This design comes from an exercise in tuning for small area on the open sky130 flow, not from production work. In this exercise RTL edits were held to simulation tests only and were not proved equivalent to the original. No driver is modelled on the clock port, so clocking that relies on it looks cheaper here than on a real chip. Power and IR drop assume default switching activity.

$ cat flow/flow/run.sh
#!/bin/bash
# Standard synthesis, then its combinational logic re-mapped by ABC for
# area (flip-flops kept with their names and cells), then the standard
# layout from floorplan to finish with smaller port buffers and no CTS
# dummy loads. Each tool writes its own log here.
set -euo pipefail
RES=$PWD/orfs/results/$FLOW_PLATFORM/top/base
bash standard.sh synth > std_synth.log 2>&1
cp $RES/1_2_yosys.v std_1_2_yosys.v
export LIB=$FLOW_HOME/platforms/sky130hd/lib/sky130_fd_sc_hd__tt_025C_1v80.lib
export RES
export DONT_USE="$(make -s -C $FLOW_HOME DESIGN_CONFIG=$FLOW_CONFIG print-DONT_USE_CELLS 2>/dev/null | sed 's/^DONT_USE_CELLS[:=] *//')"
# Eight ABC runs (two waves of four) with different seeds of its deepsyn search, in parallel;
# the smallest netlist is kept (the standard one if every run fails).
export REMAP_IN=$PWD/std_1_2_yosys.v
M="amap,-F,5,-A,20"
for wave in "0 1 2 3" "4 5 6 7"; do
  for s in $wave; do
    ( export ABC_SCRIPT="+strash;&get,-n;&deepsyn,-T,20,-S,$s;&put;dch,-f;$M;strash;dc2;dch,-f;$M;topo"
      export REMAP_OUT=$PWD/remap_$s.v
      timeout 600 yosys -c flow/remap.tcl > remap_$s.log 2>&1 || rm -f remap_$s.v ) &
  done
  wait
done
# A netlist whose logic shrank to under half of the standard synthesis's
# logic is taken as a failed run.
std_area=$(grep "Chip area for module '.top'" orfs/reports/$FLOW_PLATFORM/top/base/synth_stat.txt | head -1 | awk '{print $NF}' || true)
best=""; best_area=""
for s in 0 1 2 3 4 5 6 7; do
  [ -s remap_$s.v ] && [ -s remap_$s.v.area ] || continue
  a=$(grep "Chip area for module '.top'" remap_$s.v.area | head -1 | awk '{print $NF}' || true)
  [ -n "$a" ] || continue
  ff=$(grep "Chip area for module '.top'" remap_$s.log | head -1 | awk '{print $NF}' || true)
  if [ -n "$std_area" ] && [ -n "$ff" ] && awk "BEGIN{exit !(($a - $ff) < 0.5 * ($std_area - $ff))}"; then
    echo "remap seed $s: area $a rejected (standard $std_area, flip-flops $ff)" >> remap_choice.log; continue
  fi
  echo "remap seed $s: area $a" >> remap_choice.log
  if [ -z "$best" ] || awk "BEGIN{exit !($a < $best_area)}"; then best=$s; best_area=$a; fi
done
if [ -n "$best" ]; then
  echo "kept seed $best" >> remap_choice.log
  cp remap_$best.v $RES/1_2_yosys.v
else
  echo "kept the standard netlist" >> remap_choice.log
  cp std_1_2_yosys.v $RES/1_2_yosys.v
fi
rm -f $RES/1_synth.odb $RES/1_synth.sdc
export CTS_ARGS="-sink_clustering_enable -repair_clock_nets -dont_use_dummy_load -buf_list sky130_fd_sc_hd__clkbuf_4"
export BUFFER_PORTS_ARGS="-buffer_cell sky130_fd_sc_hd__buf_1"
export POST_CTS_TCL=$PWD/flow/post_cts.tcl
bash standard.sh finish > std_finish.log 2>&1
$ cat flow/flow/post_cts.tcl
# Upsize the clock buffers whose flip-flop clock pins see a slew above
# the threshold (estimated from placement parasitics).
proc my_upsize_clock_leaves {thr cell} {
  estimate_parasitics -placement
  foreach c [get_cells -filter "ref_name=~*clkbuf*"] {
    set out [get_pins -of_objects $c -filter "direction==output"]
    set w 0
    foreach p [get_pins -of_objects [get_nets -of_objects $out] -filter "direction==input"] {
      if {[get_property $p lib_pin_name] ne "CLK"} continue
      set v [get_property $p slew_max]
      if {$v > $w} { set w $v }
    }
    puts "clock buffer [get_full_name $c] [get_property $c ref_name] load slew $w"
    if {$w > $thr && [get_property $c ref_name] ne $cell} {
      puts "  upsizing to $cell"
      replace_cell $c [get_lib_cells */$cell]
      set changed 1
    }
  }
  if {[info exists changed]} {
    detailed_placement
    check_placement
    estimate_parasitics -placement
  }
}
my_upsize_clock_leaves 0.095 sky130_fd_sc_hd__clkbuf_8
$ cat flow/flow/remap.tcl
# Re-map the combinational logic of the standard synthesis for area.
# The flip-flops (and tie cells) are kept as they are, with their names.
set lib $::env(LIB)
set in $::env(REMAP_IN)
set out $::env(REMAP_OUT)
set dont_use {}
foreach c $::env(DONT_USE) { lappend dont_use -dont_use $c }
yosys read_liberty -ignore_miss_func $lib
yosys read_verilog $in
yosys hierarchy -top top
yosys setattr -mod -set keep_hierarchy 1 sky130_fd_sc_hd__df* sky130_fd_sc_hd__edf* sky130_fd_sc_hd__sdf* sky130_fd_sc_hd__sedf* sky130_fd_sc_hd__conb*
yosys flatten
yosys opt_clean -purge
yosys stat -liberty $lib
yosys abc -liberty $lib {*}$dont_use -script $::env(ABC_SCRIPT)
yosys opt_clean -purge
yosys hilomap -singleton -hicell sky130_fd_sc_hd__conb_1 HI -locell sky130_fd_sc_hd__conb_1 LO
yosys insbuf -buf sky130_fd_sc_hd__buf_4 A X
yosys stat -liberty $lib
yosys select top
yosys tee -o $out.area stat -liberty $lib
yosys write_verilog -noattr -nohex -nodec -selected $out
$ cat flow/standard.sh
#!/bin/bash
# synth_recipe.tcl (not shown) runs the flow's synth.tcl, then flattens the netlist and writes it again
# the make line also repeats each setting of config.mk as NAME=value (left out here)
make -C /OpenROAD-flow-scripts/flow DESIGN_CONFIG=/design/flow/config.mk WORK_HOME=/design/flow/orfs CLKGATE_MAP_FILE= SYNTH_SCRIPT=/design/flow/synth_recipe.tcl "${@:-finish}"
$ cat flow/config.mk
export PLATFORM = sky130hd
export DESIGN_NAME = top
export DESIGN_NICKNAME = top
export VERILOG_FILES = /design/flow/design.v
export SDC_FILE = /design/flow/constraint.sdc
export NUM_CORES = 4
export LEC_CHECK = 0
export CAP_MARGIN = 20
export CORE_MARGIN = 2
export CORE_UTILIZATION = 70
export PLACE_DENSITY = 0.9
export SLEW_MARGIN = 20
$ cat flow/constraint.sdc
create_clock -name core_clock -period 5.0 [get_ports {clk}]
set_input_delay 1.0000 -clock core_clock [delete_from_list [all_inputs] [get_ports {clk}]]
set_output_delay 1.0000 -clock core_clock [all_outputs]
set_load 0.01 [all_outputs]
$ cat flow/design.v
module top(
    input clk,
    input rstb,
    input uart_rx,
    output uart_tx,
    output logic [7:0] led_out,
    output logic [3:0] led_enb
);
    logic [26:0] cnt;
    wire led_tick = &cnt[23:0];
    logic [2:0] m7;
    always @(posedge clk or negedge rstb) begin
        if(~rstb) begin
            cnt <= 0;
            m7 <= 0;
        end else begin
            cnt <= cnt + 1;
            m7 <= {m7[1:0], ~(m7[2] ^ m7[1])};
        end
    end
    wire rx_en = (cnt[1:0] == 2'd3) && (m7 == 3'b100);    
    wire tx_en = rx_en && (cnt[5:2] == 4'hf);             
    wire ph1 = (cnt[1:0] == 2'd1) && (m7 == 3'b001);      
    wire ph2 = (cnt[1:0] == 2'd2) && (m7 == 3'b011);      
    logic rx_run;
    logic [3:0] bit_sel;
    logic [3:0] sample;
    logic [7:0] rx_data;
    always @(posedge clk or negedge rstb) begin
        if(~rstb) begin
            rx_run <= 0;
            bit_sel <= 0;
            sample <= 0;
        end else begin
            rx_run <= rx_run ? !(bit_sel == 4'd9 && sample == 4'd9) : !uart_rx;
            if(rx_en) begin
                if(!rx_run) begin
                    bit_sel <= 0;
                    sample <= 0;
                end else begin
                    sample <= sample + 1;
                    if(sample == 4'hf) bit_sel <= bit_sel + 1;
                end
            end
        end
    end
    always @(posedge clk) begin
        if(rx_en && rx_run && sample == 4'd8) rx_data <= {uart_rx, rx_data[7:1]};
    end
    wire rx_hold = rx_run && bit_sel == 4'd8 && sample == 4'd9;
    wire take1 = rx_hold && ph1;
    wire take2 = rx_hold && ph2;
    logic [2:0] cmd;
    wire hi_zero = rx_data[7:2] == 0;
    always @(posedge clk or negedge rstb) begin
        if(~rstb) begin
            cmd <= 0;
        end else if(take2) begin
            case(cmd)
                3'b000: cmd <= (hi_zero && !rx_data[1]) ? {1'b0, rx_data[0], !rx_data[0]} : 3'b000;
                3'b001: cmd <= hi_zero ? {1'b1, rx_data[1:0]} : 3'b011;
                default: cmd <= 3'b000;
            endcase
        end
    end
    logic [7:0] digit_ctrl;
    logic [7:0] digit_status;
    logic digit_run;
    always @(posedge clk or negedge rstb) begin
        if(~rstb) begin
            digit_ctrl <= 0;
        end else if(take1 && cmd[2]) begin
            digit_ctrl <= (cmd[1:0] == 2'b00) ? rx_data : 8'h0;
        end
    end
    always @(posedge clk or negedge rstb) begin
        if(~rstb) begin
            digit_run <= 0;
        end else if(take2 && rx_data[0] && cmd[2] && (cmd[1] ^ cmd[0])) begin
            digit_run <= cmd[0];
        end
    end
    always @(posedge clk or negedge rstb) begin
        if(~rstb) begin
            digit_status <= 0;
        end else if(digit_run && led_tick) begin
            digit_status <= digit_status + 1;
        end
    end
    logic [9:0] tx_sh;
    wire [7:0] answer = !hi_zero ? 8'h0 :
                        (rx_data[1:0] == 2'd0) ? digit_ctrl :
                        (rx_data[1:0] == 2'd3) ? digit_status : 8'h0;
    always @(posedge clk or negedge rstb) begin
        if(~rstb) begin
            tx_sh <= 10'h3ff;
        end else if(take1 && cmd == 3'b010) begin
            tx_sh <= {answer, 2'b01};
        end else if(tx_en) begin
            tx_sh <= {1'b1, tx_sh[9:1]};
        end
    end
    assign uart_tx = tx_sh[0];
    wire [1:0] digit = cnt[17:16];
    wire [7:0] loop = 8'h1 << cnt[26:24];
    assign led_enb = ~(4'h1 << digit);
    assign led_out = digit == 2'd0 ? digit_ctrl :
                     digit == 2'd1 ? digit_status :
                     digit == 2'd2 ? loop : ~loop;
endmodule
==> impl_metrics.tcl, run 1 <==
set metrics [dict create \
    status "no timing/DRC/antenna violations" \
    antenna_found_initial 0 \
    r2r_slack_ns 0.54 \
    instances_no_fill 407 \
    worst_pin_slew_ns 1.08 \
    die_w_um 72.1 \
    min_period_ns 4.46 \
    worstSetupEndpointType "flip-flop" \
    grt_setup_unrepaired "no" \
    required_ns 5.35 \
    dp_cells 398 \
    min_path_type "reg -> reg" \
    core_mm2 0.00441 \
    finalCritPeriodShare_pct 89.2 \
    clkPwrFrac_pct 32.8 \
    dp_slack_ns 0.437 \
    cts_tree "yes" \
    die_h_um 72.1 \
    io_buffers 15 \
    area_growth_pct 7.21 \
    viasPerCell 6.26 \
    drt_pass1_iterations 7 \
    num_io_pins 16 \
    dr.first_iter.drc_count 247 \
    stdcell_area_mm2 0.00348 \
    cp_slowest_cell "dfrtp_1" \
    via_count 2546 \
    worstPathArrival_ns 4.81 \
    cp_max_fo 4 \
    syn_area_mm2 0.00325 \
    cap_violations 0 \
    yosysWarnings 1 \
    gp_congestion 0.876 \
    path_clk_slew_ns 0.08 \
    crit_top_cell "and3_1" \
    grt_overflow 0 \
    final_nets 360 \
    initial_core_util_pct 73.6 \
    grt_pass1_vias 2325 \
    drtAntennaViolNets 0 \
    seq_power_share_pct 66.0 \
    drive_above_1_share_pct 6.48 \
    cp_top_family "simple AND/OR/NAND/NOR gates" \
    final.setup.tns_ns 0 \
    max_slew_margin_pct 27.2 \
    num_rows 24 \
    n_antenna_cell 0 \
    place_area_mm2 0.00338 \
    max_freq_mhz 224 \
    drt-total-wl_mm 6.43 \
    netSwitchingPower_mw 0.199 \
    crit_buf_inv 1 \
    grt_pass1_wl_mm 10.4 \
    clock_latency_ns 0.43 \
    ir_worst_vdd_uv 283 \
    hold_violations 0 \
    drc 0 \
    max_stage_delay_ns 0.40 \
    p_int_mw 0.757 \
    grtUsageTotal_pct 27.2 \
    final_max_slew_viol_count 0 \
    fin_skew_ns 0.0242 \
    synthesis.nets 333 \
    post-dp-hpwl_mm 4.66 \
    setup_violations 0 \
    postSynthAreaPerCell_um2 9.84 \
    power_density_mw_per_mm2 275 \
    p_leak_nw 1.46 \
    grt_max_degree 43 \
    die_area_mm2 0.00520 \
    fin_ws_ns 0.540 \
    startpoint_type "flip-flop" \
    p_sw_share_pct 20.8 \
    crit_type "reg -> reg" \
    wl_per_cell_um 15.8 \
    netlist_instances 330 \
    p_comb_share_pct 1.2 \
    cts.sinks 77 \
]
[final timing paths]
kind / startpoint / to / depth (start not counted)
worst max-delay path: cnt[0] / digit_status[7] / 25
worst min-delay path: m7[0] / m7[1] / 0
worst max register to register: cnt[0] / digit_status[7] / 25
worst min register to register: m7[0] / m7[1] / 0
max in group asynchronous: rstb / bit_sel[3] / 2
min in group asynchronous: rstb / digit_status[4] / 1
[power groups by stage]
stage / logic [mW] / clock network [mW] / registers, mW
finish: 0.0115 / 0.314 / 0.631
global route: 0.0138 / 0.346 / 0.631
detailed placement: 0.0121 / 0 / 0.643
global placement: 0.0118 / 0 / 0.643
floorplan: 0.00000990 / 0 / 0.643
[layer usage]
metal	vias to the layer above	track usage, %	wire (um)
met2	99	41.4	3100
met5	-	0	0
li1	1202	-	-
met4	0	14.7	261
met3	22	9.03	309
met1	1223	35.0	2760
[sequential cells by signal, indices dropped and copies added, names as in the netlist, 4 cells and up]
register      count
tx_sh            10
digit_status      8
cnt              27
digit_ctrl        8
rx_data           8
sample            4
bit_sel           4
[cell type report]
cell class / instances / area [um^2]
Clock buffer: 9 / 98.8
Sequential cell: 77 / 1980
Timing Repair Buffer: 16 / 65.1
Fill cell: 256 / 933
Tap cell: 52 / 65.1
Multi-Input combinational cell: 202 / 1080
Inverter: 51 / 191
[cell usage in the layout, fill, tap and decap left out, types with 8 or more instances in the layout]
| cell | count |
|---|---|
| dfrtp_1 | 59 |
| a21oi_1 | 10 |
| and3_1 | 10 |
| nand3_1 | 10 |
| edfxtp_1 | 8 |
| o21ai_0 | 10 |
| dfstp_2 | 10 |
| o22ai_1 | 21 |
| clkinv_1 | 51 |
| buf_1 | 14 |
| nand2_1 | 16 |
| nor2_1 | 67 |
[through the flow]
step / util (%) / hold slack [ns] / total power, mW
floorplan: - / 0.361 / 0.643
global placement: 76.5 / 0.375 / 0.655
detailed placement: 76.5 / 0.379 / 0.655
global route: 78.9 / 0.398 / 0.991
finish: 78.9 / 0.395 / 0.956
==> run 2, diff against run 1 <==
--- a/flow/flow/post_cts.tcl
+++ b/flow/flow/post_cts.tcl
@@ -24,3 +24,3 @@
   }
 }
-my_upsize_clock_leaves 0.095 sky130_fd_sc_hd__clkbuf_8
+my_upsize_clock_leaves 0.100 sky130_fd_sc_hd__clkbuf_8
--- a/flow/config.mk
+++ b/flow/config.mk
@@ -8,5 +8,5 @@
 export CAP_MARGIN = 20
 export CORE_MARGIN = 2
-export CORE_UTILIZATION = 70
-export PLACE_DENSITY = 0.9
+export CORE_UTILIZATION = 90
+export PLACE_DENSITY = 0.95
 export SLEW_MARGIN = 20
==> impl_metrics.tcl, run 2 <==
set metrics [dict create \
    synthesis.nets 333 \
    error "[ERROR GPL-0301] Utilization 105.576 % exceeds 100%." \
    lastStage "3_1_place_gp_skip_io" \
    initial_core_util_pct 95.8 \
    die_h_um 64.1 \
    status "aborted with a tool error" \
    num_rows 21 \
    postSynthAreaPerCell_um2 9.84 \
    die_w_um 64.1 \
    syn_area_mm2 0.00325 \
    yosysWarnings 1 \
    netlist_instances 330 \
]
==> run 3, diff against run 2 <==
--- a/flow/config.mk
+++ b/flow/config.mk
@@ -8,5 +8,5 @@
 export CAP_MARGIN = 20
 export CORE_MARGIN = 2
-export CORE_UTILIZATION = 90
+export CORE_UTILIZATION = 80
 export PLACE_DENSITY = 0.95
 export SLEW_MARGIN = 20
==> impl_metrics.tcl, run 3 <==
set metrics [dict create \
    drive_above_1_share_pct 6.76 \
    worstSetupEndpointType "flip-flop" \
    p_int_mw 0.740 \
    worstPathArrival_ns 4.90 \
    io_buffers 15 \
    antenna_found_initial 0 \
    clock_latency_ns 0.44 \
    finalCritPeriodShare_pct 90.4 \
    layout_common_cells "nor2_1 (68), dfrtp_1 (59), clkinv_1 (51)" \
    worst_pin_slew_ns 1.04 \
    cp_max_fo 4 \
    cts.sinks 77 \
    final_util_pct 88.0 \
    hold_violations 0 \
    final_max_slew_viol_count 0 \
    final.setup.tns_ns 0 \
    n_antenna_cell 0 \
    grtUsageTotal_pct 36.1 \
    netlist_instances 330 \
    post-dp-hpwl_mm 5.06 \
    syn_area_mm2 0.00325 \
    cts_tree "yes" \
    num_rows 23 \
    reg2reg_depth 25 \
    area_growth_pct 6.90 \
    postSynthAreaPerCell_um2 9.84 \
    grt_setup_unrepaired "no" \
    clkPwrFrac_pct 31.1 \
    crit_type "reg -> reg" \
    hold_start "m7[0]" \
    max_slew_margin_pct 29.8 \
    top_regs "cnt (27), tx_sh (10)" \
    final_common_cell "nor2_1" \
    via_count 2641 \
    min_path_type "reg -> reg" \
    core_mm2 0.00394 \
    grt_overflow 0 \
    drtAntennaViolNets 0 \
    min_period_ns 4.52 \
    grt_pass1_vias 2490 \
    num_io_pins 16 \
    p_leak_nw 1.45 \
    instances_no_fill 405 \
    required_ns 5.38 \
    synthesis.nets 333 \
    max_freq_mhz 221 \
    die_area_mm2 0.00458 \
    r2r-end "digit_status[7]" \
    r2r_slack_ns 0.48 \
    grt_max_degree 41 \
    setup_violations 0 \
    min_to "m7[1]" \
    wl_met1_mm 2.71 \
    die_h_um 67.7 \
    drt_pass1_iterations 6 \
    fin_skew_ns 0.0374 \
    viasPerCell 6.52 \
    status "no timing/DRC/antenna violations" \
    top_register "cnt" \
    final_nets 360 \
    netSwitchingPower_mw 0.193 \
    gp_congestion 0.853 \
    seq_power_share_pct 67.6 \
    r2r-start "cnt[2]" \
    p_comb_share_pct 1.2 \
    dr.first_iter.drc_count 299 \
    drt-total-wl_mm 7.23 \
    initial_core_util_pct 82.4 \
    yosysWarnings 1 \
    route.met3.wl_um 470 \
    startpoint_type "flip-flop" \
    grt_pass1_wl_mm 11.5 \
    p_sw_share_pct 20.6 \
    dr_wl_met2_mm 3.72 \
    dp_cells 396 \
    ir_worst_vdd_uv 222 \
    cap_violations 0 \
    wl_per_cell_um 17.9 \
    largest_reg_flops 27 \
    holdPathStages 0 \
    crit_start "cnt[2]" \
    die_w_um 67.7 \
    path_clk_slew_ns 0.10 \
    power_density_mw_per_mm2 269 \
    drc 0 \
    top_signal_layer_used "met4" \
]
[run 3: how the worst max path moves through the flow]
stage,end
floorplan,digit_status[7]
global placement,digit_status[7]
detailed placement,digit_status[7]
global route,digit_status[7]
finish,digit_status[7]
[run 3: metal layers]
layer / up-vias / global-route usage (%)
met4: 0 / 24.2
met2: 139 / 60.3
li1: 1201 / -
met1: 1264 / 39.5
met3: 37 / 10.8
met5: - / 0
[run 3: stage by stage]
stage | power, mW | cell area (um^2) | hold WS, ns | setup WS, ns
2_1_floorplan | 0.643 | 3250 | 0.361 | 1.08
3_3_place_gp | 0.655 | 3370 | 0.367 | 0.848
3_5_place_dp | 0.655 | 3370 | 0.378 | 0.405
5_1_grt | 0.959 | 3470 | 0.413 | 0.0547
6_report | 0.933 | 3470 | 0.401 | 0.479
[run 3: power groups by stage]
stage	Sequential [mW]	Combinational, mW	Clock [mW]
6_report	0.631	0.0114	0.291
5_1_grt	0.631	0.0139	0.315
3_5_place_dp	0.643	0.0120	0
3_3_place_gp	0.643	0.0117	0
2_1_floorplan	0.643	0.00000990	0
[run 3: layout make-up]
type / count / area [um^2]
clock buffer: 9 / 86.3
fill: 187 / 472
inverter: 51 / 191
multi-input combinational: 202 / 1090
sequential: 77 / 1980
tap: 50 / 62.6
timing repair buffer: 16 / 65.1
[run 3: worst max-delay path, cell delays in order, from the launching register on]
cell      delay (ns)
dfrtp_1         0.39
and3_1          0.24
and3_1          0.21
nand2_1         0.11
nor2b_2         0.16
and3_4          0.21
and3_1          0.21
and3_1          0.23
and3_1          0.22
nand2_1         0.12
nor2_1          0.20
and2_1          0.21
and3_1          0.25
and3_1          0.22
nand2_1         0.11
clkinv_1        0.07
nand2_1         0.07
nor2_1          0.16
nand2_1         0.12
nor2_1          0.19
nand2_1         0.14
nor2_2          0.16
nand2_1         0.11
nor2_1          0.18
nor2_1          0.06
a21oi_1         0.11
==> run 4, diff against run 3 <==
--- a/flow/flow/run.sh
+++ b/flow/flow/run.sh
@@ -11,9 +11,9 @@
 export RES
 export DONT_USE="$(make -s -C $FLOW_HOME DESIGN_CONFIG=$FLOW_CONFIG print-DONT_USE_CELLS 2>/dev/null | sed 's/^DONT_USE_CELLS[:=] *//')"
-# Eight ABC runs (two waves of four) with different seeds of its deepsyn search, in parallel;
+# Twelve ABC runs (three waves of four) with different seeds of its deepsyn search, in parallel;
 # the smallest netlist is kept (the standard one if every run fails).
 export REMAP_IN=$PWD/std_1_2_yosys.v
 M="amap,-F,5,-A,20"
-for wave in "0 1 2 3" "4 5 6 7"; do
+for wave in "0 1 2 3" "4 5 6 7" "8 9 10 11"; do
   for s in $wave; do
     ( export ABC_SCRIPT="+strash;&get,-n;&deepsyn,-T,20,-S,$s;&put;dch,-f;$M;strash;dc2;dch,-f;$M;topo"
@@ -27,5 +27,5 @@
 std_area=$(grep "Chip area for module '.top'" orfs/reports/$FLOW_PLATFORM/top/base/synth_stat.txt | head -1 | awk '{print $NF}' || true)
 best=""; best_area=""
-for s in 0 1 2 3 4 5 6 7; do
+for s in 0 1 2 3 4 5 6 7 8 9 10 11; do
   [ -s remap_$s.v ] && [ -s remap_$s.v.area ] || continue
   a=$(grep "Chip area for module '.top'" remap_$s.v.area | head -1 | awk '{print $NF}' || true)
--- a/flow/flow/post_cts.tcl
+++ b/flow/flow/post_cts.tcl
@@ -24,3 +24,3 @@
   }
 }
-my_upsize_clock_leaves 0.100 sky130_fd_sc_hd__clkbuf_8
+my_upsize_clock_leaves 0.105 sky130_fd_sc_hd__clkbuf_8
==> impl_metrics.tcl, run 4 <==
set metrics [dict create \
    min_path_type "reg -> reg" \
    final_common_cell "nor2_1" \
    initial_core_util_pct 82.4 \
    n_antenna_cell 0 \
    grt_pass1_vias 2507 \
    grt_overflow 0 \
    final.setup.tns_ns 0 \
    setup_violations 0 \
    dr.first_iter.drc_count 272 \
    holdPathStages 0 \
    via_count 2639 \
    grt_max_degree 41 \
    cap_violations 0 \
    cp_slowest_cell "dfrtp_1" \
    r2r-start "cnt[0]" \
    drtAntennaViolNets 0 \
    viasPerCell 6.52 \
    ir_worst_vdd_uv 215 \
    crit_buf_inv 1 \
    status "no timing/DRC/antenna violations" \
    synthesis.nets 333 \
    cts_tree "yes" \
    top_regs "cnt (27), tx_sh (10)" \
    num_io_pins 16 \
    cts.sinks 77 \
    drc 0 \
    r2r-end "digit_status[7]" \
    die_area_mm2 0.00458 \
    io_buffers 15 \
    netlist_instances 330 \
    drt_pass1_iterations 5 \
    max_slew_margin_pct 30.3 \
    layout_common_cells "nor2_1 (68), dfrtp_1 (59), clkinv_1 (51)" \
    clock_latency_ns 0.43 \
    top_register "cnt" \
    die_h_um 67.7 \
    worst_pin_slew_ns 1.04 \
    r2r_slack_ns 0.45 \
    path_clk_slew_ns 0.11 \
    drt-total-wl_mm 7.12 \
    hold_start "m7[0]" \
    power_density_mw_per_mm2 265 \
    gp_congestion 0.853 \
    area_growth_pct 6.51 \
    final_nets 360 \
    grt_pass1_wl_mm 11.3 \
    wl_per_cell_um 17.6 \
    cp_top_family "simple AND/OR/NAND/NOR gates" \
    whs_ns 0.403 \
    nFillCells 192 \
    max_stage_delay_ns 0.40 \
    postSynthAreaPerCell_um2 9.84 \
    worstPathArrival_ns 4.92 \
    crit_type "reg -> reg" \
    yosysWarnings 1 \
    worstSetupEndpointType "flip-flop" \
    startpoint_type "flip-flop" \
    syn_area_mm2 0.00325 \
    post-dp-hpwl_mm 5.06 \
    final_max_slew_viol_count 0 \
    min_period_ns 4.55 \
    grtUsageTotal_pct 35.6 \
    power_mw 0.915 \
    largest_reg_flops 27 \
    fin_skew_ns 0.0344 \
    core_mm2 0.00394 \
    required_ns 5.37 \
    max_freq_mhz 220 \
    hold_violations 0 \
    antenna_found_initial 0 \
    finalCritPeriodShare_pct 91.0 \
    num_rows 23 \
    cp_max_fo 4 \
    drive_above_1_share_pct 6.76 \
    die_w_um 67.7 \
    reg2reg_depth 25 \
    p_leak_nw 1.45 \
    min_to "m7[1]" \
]
==> run 4: per-layer routing <==
layer	part of all wire (%)	routed length [um]	global-route usage, %	vias up
li1	-	-	-	1198
met1	37	2620	38.6	1245
met2	51	3630	57.1	154
met3	7.3	517	10.8	42
met4	4.9	348	29.3	0
met5	0	0	0	-
==> run 4: cell type report <==
| cell class | count | area (um^2) | share of cell area, % |
|---|---|---|---|
| clock buffers | 9 | 73.8 | 2.13 |
| inverters | 51 | 191 | 5.54 |
| multi-input cells | 202 | 1090 | 31.4 |
| flip-flops and latches | 77 | 1980 | 57.2 |
| well taps | 50 | 62.6 | 1.81 |
| repair buffers | 16 | 65.1 | 1.88 |
==> run 4: worst max path at each step <==
| stage | cells after the start | start | to |
|---|---|---|---|
| floorplan | 25 | cnt[0] | digit_status[7] |
| global placement | 25 | cnt[0] | digit_status[7] |
| detailed placement | 25 | cnt[0] | digit_status[7] |
| global route | 25 | cnt[0] | digit_status[7] |
| finish | 25 | cnt[0] | digit_status[7] |
==> run 4: metrics by stage <==
step / setup WS, ns / instance area, um^2 / cells / utilization (%)
after floorplan: 1.08 / 3250 / 330 / -
after global placement: 0.848 / 3370 / 396 / 85.6
after global routing: -0.00599 / 3460 / 405 / 87.7
after detailed placement: 0.405 / 3370 / 396 / 85.6
final: 0.448 / 3460 / 405 / 87.7
==> run 4: where the power goes <==
group / internal, mW / total (mW) / switching [mW]
registers: 0.631 / 0.631 / 0
clock network: 0.0919 / 0.273 / 0.181
logic: 0.000956 / 0.0114 / 0.0104
total: 0.724 / 0.915 / 0.192
==> run 4: worst register-to-register path, cell delays in order, from the launching register on <==
cell and delay (ns):
dfrtp_1 0.40, and3_1 0.23, and3_1 0.21, nand2_1 0.11, nor2b_2 0.16, and3_4 0.21
and3_1 0.21, and3_1 0.22, and3_1 0.22, nand2_1 0.12, nor2_1 0.20, and2_1 0.21
and3_1 0.23, and3_1 0.21, nand2_1 0.11, clkinv_1 0.07, nand2_1 0.06, nor2_1 0.18
nand2_1 0.14, nor2_1 0.19, nand2_1 0.13, nor2_2 0.16, nand2_1 0.11, nor2_1 0.18
nor2_1 0.06, a21oi_1 0.11
==> run 5, diff against run 4 <==
--- a/flow/flow/post_cts.tcl
+++ b/flow/flow/post_cts.tcl
@@ -24,3 +24,3 @@
   }
 }
-my_upsize_clock_leaves 0.105 sky130_fd_sc_hd__clkbuf_8
+my_upsize_clock_leaves 0.110 sky130_fd_sc_hd__clkbuf_8
==> impl_metrics.tcl, run 5 <==
set metrics [dict create \
    p_comb_share_pct 1.2 \
    post-dp-hpwl_mm 5.07 \
    final_nets 360 \
    crit_type "reg -> reg" \
    netlist_instances 329 \
    viasPerCell 6.48 \
    ir_worst_vdd_uv 224 \
    synthesis.nets 332 \
    worst_pin_slew_ns 1.11 \
    num_rows 23 \
    power_density_mw_per_mm2 265 \
    power_mw 0.916 \
    num_io_pins 16 \
    grt_setup_unrepaired "no" \
    cts_tree "yes" \
    drive_above_1_share_pct 6.48 \
    fin_skew_ns 0.0328 \
    cts.sinks 77 \
    yosysWarnings 1 \
    grtUsageTotal_pct 35.6 \
    grt_pass1_wl_mm 11.5 \
    min_period_ns 4.46 \
    worstPathArrival_ns 4.74 \
    n_antenna_cell 0 \
    die_w_um 67.7 \
    drt_pass1_iterations 5 \
    top_regs "cnt (27), tx_sh (10)" \
    io_buffers 15 \
    gp_congestion 0.819 \
    startpoint_type "flip-flop" \
    p_int_mw 0.724 \
    area_growth_pct 6.39 \
    dp_cells 395 \
    instances_no_fill 405 \
    drt-total-wl_mm 7.09 \
    grt_max_degree 70 \
    die_area_mm2 0.00459 \
    grt_pass1_vias 2465 \
    seq_power_share_pct 68.9 \
    antenna_found_initial 0 \
    clock_latency_ns 0.42 \
    final.setup.tns_ns 0 \
    final_common_cell "nor2_1" \
    p_leak_nw 1.45 \
    wl_per_cell_um 17.5 \
    status "no timing/DRC/antenna violations" \
    required_ns 5.27 \
    via_count 2626 \
    grt_overflow 0 \
    place_area_mm2 0.00338 \
    clkPwrFrac_pct 29.9 \
    final_max_slew_viol_count 0 \
    stdcell_area_mm2 0.00346 \
    finalCritPeriodShare_pct 89.3 \
    core_mm2 0.00394 \
    dr.first_iter.drc_count 341 \
    hold_violations 0 \
    drc 0 \
    cp_max_fo 5 \
    largest_reg_flops 27 \
    die_h_um 67.7 \
    initial_core_util_pct 82.4 \
    layout_common_cells "nor2_1 (71), dfrtp_1 (59), clkinv_1 (53)" \
    max_slew_margin_pct 25.1 \
    cap_violations 0 \
    max_freq_mhz 224 \
    postSynthAreaPerCell_um2 9.88 \
    path_clk_slew_ns 0.10 \
    syn_area_mm2 0.00325 \
    drtAntennaViolNets 0 \
    netSwitchingPower_mw 0.192 \
    min_path_type "reg -> reg" \
    worstSetupEndpointType "flip-flop" \
    p_sw_share_pct 21.0 \
    setup_violations 0 \
    top_register "cnt" \
]
[run 5: final timing paths]
kind,from,end,slack (ns),cells after the start
max,cnt[1],digit_status[7],0.54,24
min,m7[0],m7[1],0.43,0
min reg2reg,m7[0],m7[1],0.43,0
max in group asynchronous,rstb,digit_ctrl[6],3.67,2
min in group asynchronous,rstb,cnt[26],0.74,2
max reg2reg,cnt[1],digit_status[7],0.54,24
[run 5: stage by stage]
step / worst slack [ns] / hold slack [ns] / utilization, %
floorplan: 1.21 / 0.361 / -
global placement: 0.971 / 0.374 / 85.7
detailed placement: 0.646 / 0.374 / 85.7
global route: 0.0191 / 0.432 / 87.7
finish: 0.535 / 0.427 / 87.7
[run 5: power groups by stage]
stage,clock (mW),sequential (mW),combinational (mW)
detailed placement,0,0.643,0.0118
global route,0.297,0.631,0.0135
floorplan,0,0.643,0.00000990
global placement,0,0.643,0.0115
finish,0.274,0.631,0.0112
[run 5: layout make-up]
type,count,area [um^2]
Tap cell,50,62.6
Clock buffer,9,73.8
Sequential cell,77,1980
Fill cell,187,485
Multi-Input combinational cell,199,1070
Timing Repair Buffer,17,70.1
Inverter,53,199
[run 5: metal layers]
| layer | track usage (%) | routed length (um) | up-vias |
|---|---|---|---|
| li1 | - | - | 1212 |
| met1 | 46.3 | 2810 | 1270 |
| met2 | 56.7 | 3580 | 130 |
| met3 | 8.33 | 571 | 14 |
| met4 | 17.3 | 131 | 0 |
| met5 | 0 | 0 | - |
[run 5: worst max-delay path: stages (launching register included)]
cell,delay [ns]
dfrtp_1,0.41
and3_1,0.23
and3_1,0.22
nand2_1,0.12
nor2b_1,0.20
and3_2,0.26
and3_1,0.24
and3_1,0.22
and3_1,0.20
nand2_1,0.12
clkinv_1,0.07
and3_1,0.19
and3_1,0.22
and3_1,0.21
nand2_1,0.12
nor2_1,0.16
nand2_1,0.12
nor2_1,0.18
nand2_1,0.11
nor2_1,0.17
nand2_1,0.11
nor2_1,0.17
nand2_1,0.11
clkinv_1,0.08
o22ai_1,0.08
==> run 6, diff against run 5 <==
--- a/flow/config.mk
+++ b/flow/config.mk
@@ -8,5 +8,5 @@
 export CAP_MARGIN = 20
 export CORE_MARGIN = 2
-export CORE_UTILIZATION = 80
+export CORE_UTILIZATION = 85
 export PLACE_DENSITY = 0.95
 export SLEW_MARGIN = 20
==> impl_metrics.tcl, run 6 <==
set metrics [dict create \
    wl_per_cell_um 28.5 \
    setup_violations 1 \
    p_leak_nw 1.46 \
    instances_no_fill 405 \
    hold_violations 0 \
    layout_common_cells "nor2_1 (64), dfrtp_1 (58), clkinv_1 (51)" \
    route.met3.wl_mm 1.94 \
    top_signal_layer_used "met4" \
    grt_overflow 0 \
    io_buffers 15 \
    final_common_cell "nor2_1" \
    crit_start "cnt[1]" \
    dr_wl_met2_mm 4.86 \
    clock_latency_ns 0.44 \
    die_area_mm2 0.00433 \
    cts_tree "yes" \
    top_regs "cnt (27), tx_sh (10)" \
    initial_core_util_pct 88.7 \
    num_rows 22 \
    nFillCells 77 \
    num_io_pins 16 \
    netlist_instances 330 \
    crit_type "reg -> reg" \
    max_slew_margin_pct 41.9 \
    dr.first_iter.drc_count 761 \
    drt-total-wl_mm 11.5 \
    n_antenna_cell 0 \
    syn_area_mm2 0.00325 \
    ir_worst_vdd_uv 220 \
    drive_above_1_share_pct 10.6 \
    post-dp-hpwl_mm 5.91 \
    drtAntennaViolNets 0 \
    cp_max_fo 4 \
    final_util_pct 96.3 \
    dp_cells 394 \
    status "failed layout checks" \
    drt_pass1_iterations 11 \
    final_max_slew_viol_count 0 \
    whs_ns 0.413 \
    antenna_found_initial 0 \
    worstPathArrival_ns 5.43 \
    violations "setup timing" \
    final_nets 362 \
    hold_start "m7[0]" \
    via_count 3363 \
    cts.sinks 77 \
    synthesis.nets 333 \
    grtUsageTotal_pct 52.1 \
    postSynthAreaPerCell_um2 9.84 \
    gp_congestion 0.891 \
    min_period_ns 5.06 \
    worstSetupEndpointType "flip-flop" \
    die_w_um 65.8 \
    fin_skew_ns 0.0314 \
    grt_pass1_vias 3022 \
    max_freq_mhz 198 \
    largest_reg_flops 27 \
    r2r-start "cnt[1]" \
    top_register "cnt" \
    grt_max_degree 47 \
    required_ns 5.37 \
    path_clk_slew_ns 0.11 \
    wl_met1_mm 3.24 \
    worst_pin_slew_ns 0.869 \
    min_path_type "reg -> reg" \
    area_growth_pct 8.55 \
    die_h_um 65.8 \
    final.setup.tns_ns -0.0596 \
    drc 0 \
    fin_ws_ns -0.0596 \
    viasPerCell 8.30 \
    finalCritPeriodShare_pct 101 \
    power_density_mw_per_mm2 270 \
    cap_violations 0 \
    grt_pass1_wl_mm 15.6 \
    yosysWarnings 1 \
    core_mm2 0.00366 \
    dp_slack_ns -0.0565 \
    startpoint_type "flip-flop" \
]
[run 6: through the flow]
step	area [um^2]	total power, mW
final	3520	0.950
after global placement	3370	0.654
after global routing	3520	0.957
after floorplan	3250	0.643
after detailed placement	3370	0.655
[run 6: worst max-delay path, stage by stage, from the launching register on]
cell and delay [ns]:
dfrtp_1 0.44, and3_2 0.26, and3_2 0.24, nand2_1 0.12, nor2b_2 0.24, and3_4 0.25, and3_1 0.28, and3_4 0.26
and3_1 0.26, nand2_1 0.19, nor2_4 0.18, and2_4 0.19, and3_2 0.24, and3_1 0.23, nand2_1 0.12, clkinv_1 0.09
nand2_1 0.10, nor2_2 0.19, nand2_1 0.17, nor2_4 0.15, nand2_1 0.15, nor2_4 0.16, nand2_2 0.13, nor2_4 0.16
nor2_1 0.06, a21oi_1 0.12
[run 6: final cells by class]
cell class                 count  area, um^2  area share (%)
sequential                    77        1980            56.2
multi-input combinational    202        1130            32.2
inverter                      51         191            5.43
clock buffer                   9        80.1            2.27
timing repair buffer          18        77.6            2.20
tap                           48        60.1            1.70
[run 6: metal layers]
layer | global-route usage (%) | vias up
li1 | - | 1204
met1 | 58.3 | 1469
met4 | 44.8 | 0
met3 | 19.9 | 188
met2 | 78.2 | 502
met5 | 0 | -
[run 6: path summary, 6_finish.rpt]
kind | depth (start not counted) | slack (ns) | end
worst min-delay path | 0 | 0.41 | m7[1]
worst max register to register | 25 | -0.06 | digit_status[7]
worst max-delay path | 25 | -0.06 | digit_status[7]
worst min register to register | 0 | 0.41 | m7[1]
max in group asynchronous | 2 | 3.49 | tx_sh[7]
min in group asynchronous | 1 | 0.52 | cnt[19]
[run 6: report_power, final]
part	internal, mW	leakage, nW	switching [mW]	total [mW]
Combinational	0.000950	0.440	0.0107	0.0117
Sequential	0.631	0.975	0	0.631
Clock	0.101	0.0466	0.207	0.308
Total	0.732	1.46	0.218	0.950

## re-timing with driven ports
No port has a modelled driver above. Below, the same layouts with a new extraction and two added sets of constraints.
Step 1, drivers: a clkbuf_16 drives clk and a buf_2 each remaining input, both assumed.
Step 2 adds t to the input delays and takes it off the output delays; t is the mean of the earliest and latest rising clock arrival at the registers after step 1. Input paths then give back, and output paths get back, about the clock's delay inside the block.
Three values: ideal, step 1, step 2; two values: the first two.
run | t, ns | setup WS [ns] | worst slew at a driven data input, ns | cell pins on the clock port's net
run 1 | 0.444 | 0.540 / 0.540 / 0.540 | 0.03 | 1
run 3 | 0.451 | 0.479 / 0.479 / 0.479 | 0.04 | 1
run 4 | 0.442 | 0.448 / 0.448 / 0.448 | 0.04 | 1
run 5 | 0.430 | 0.535 / 0.535 / 0.535 | 0.03 | 1
run 6 | 0.443 | -0.060 / -0.060 / -0.060 | 0.03 | 1
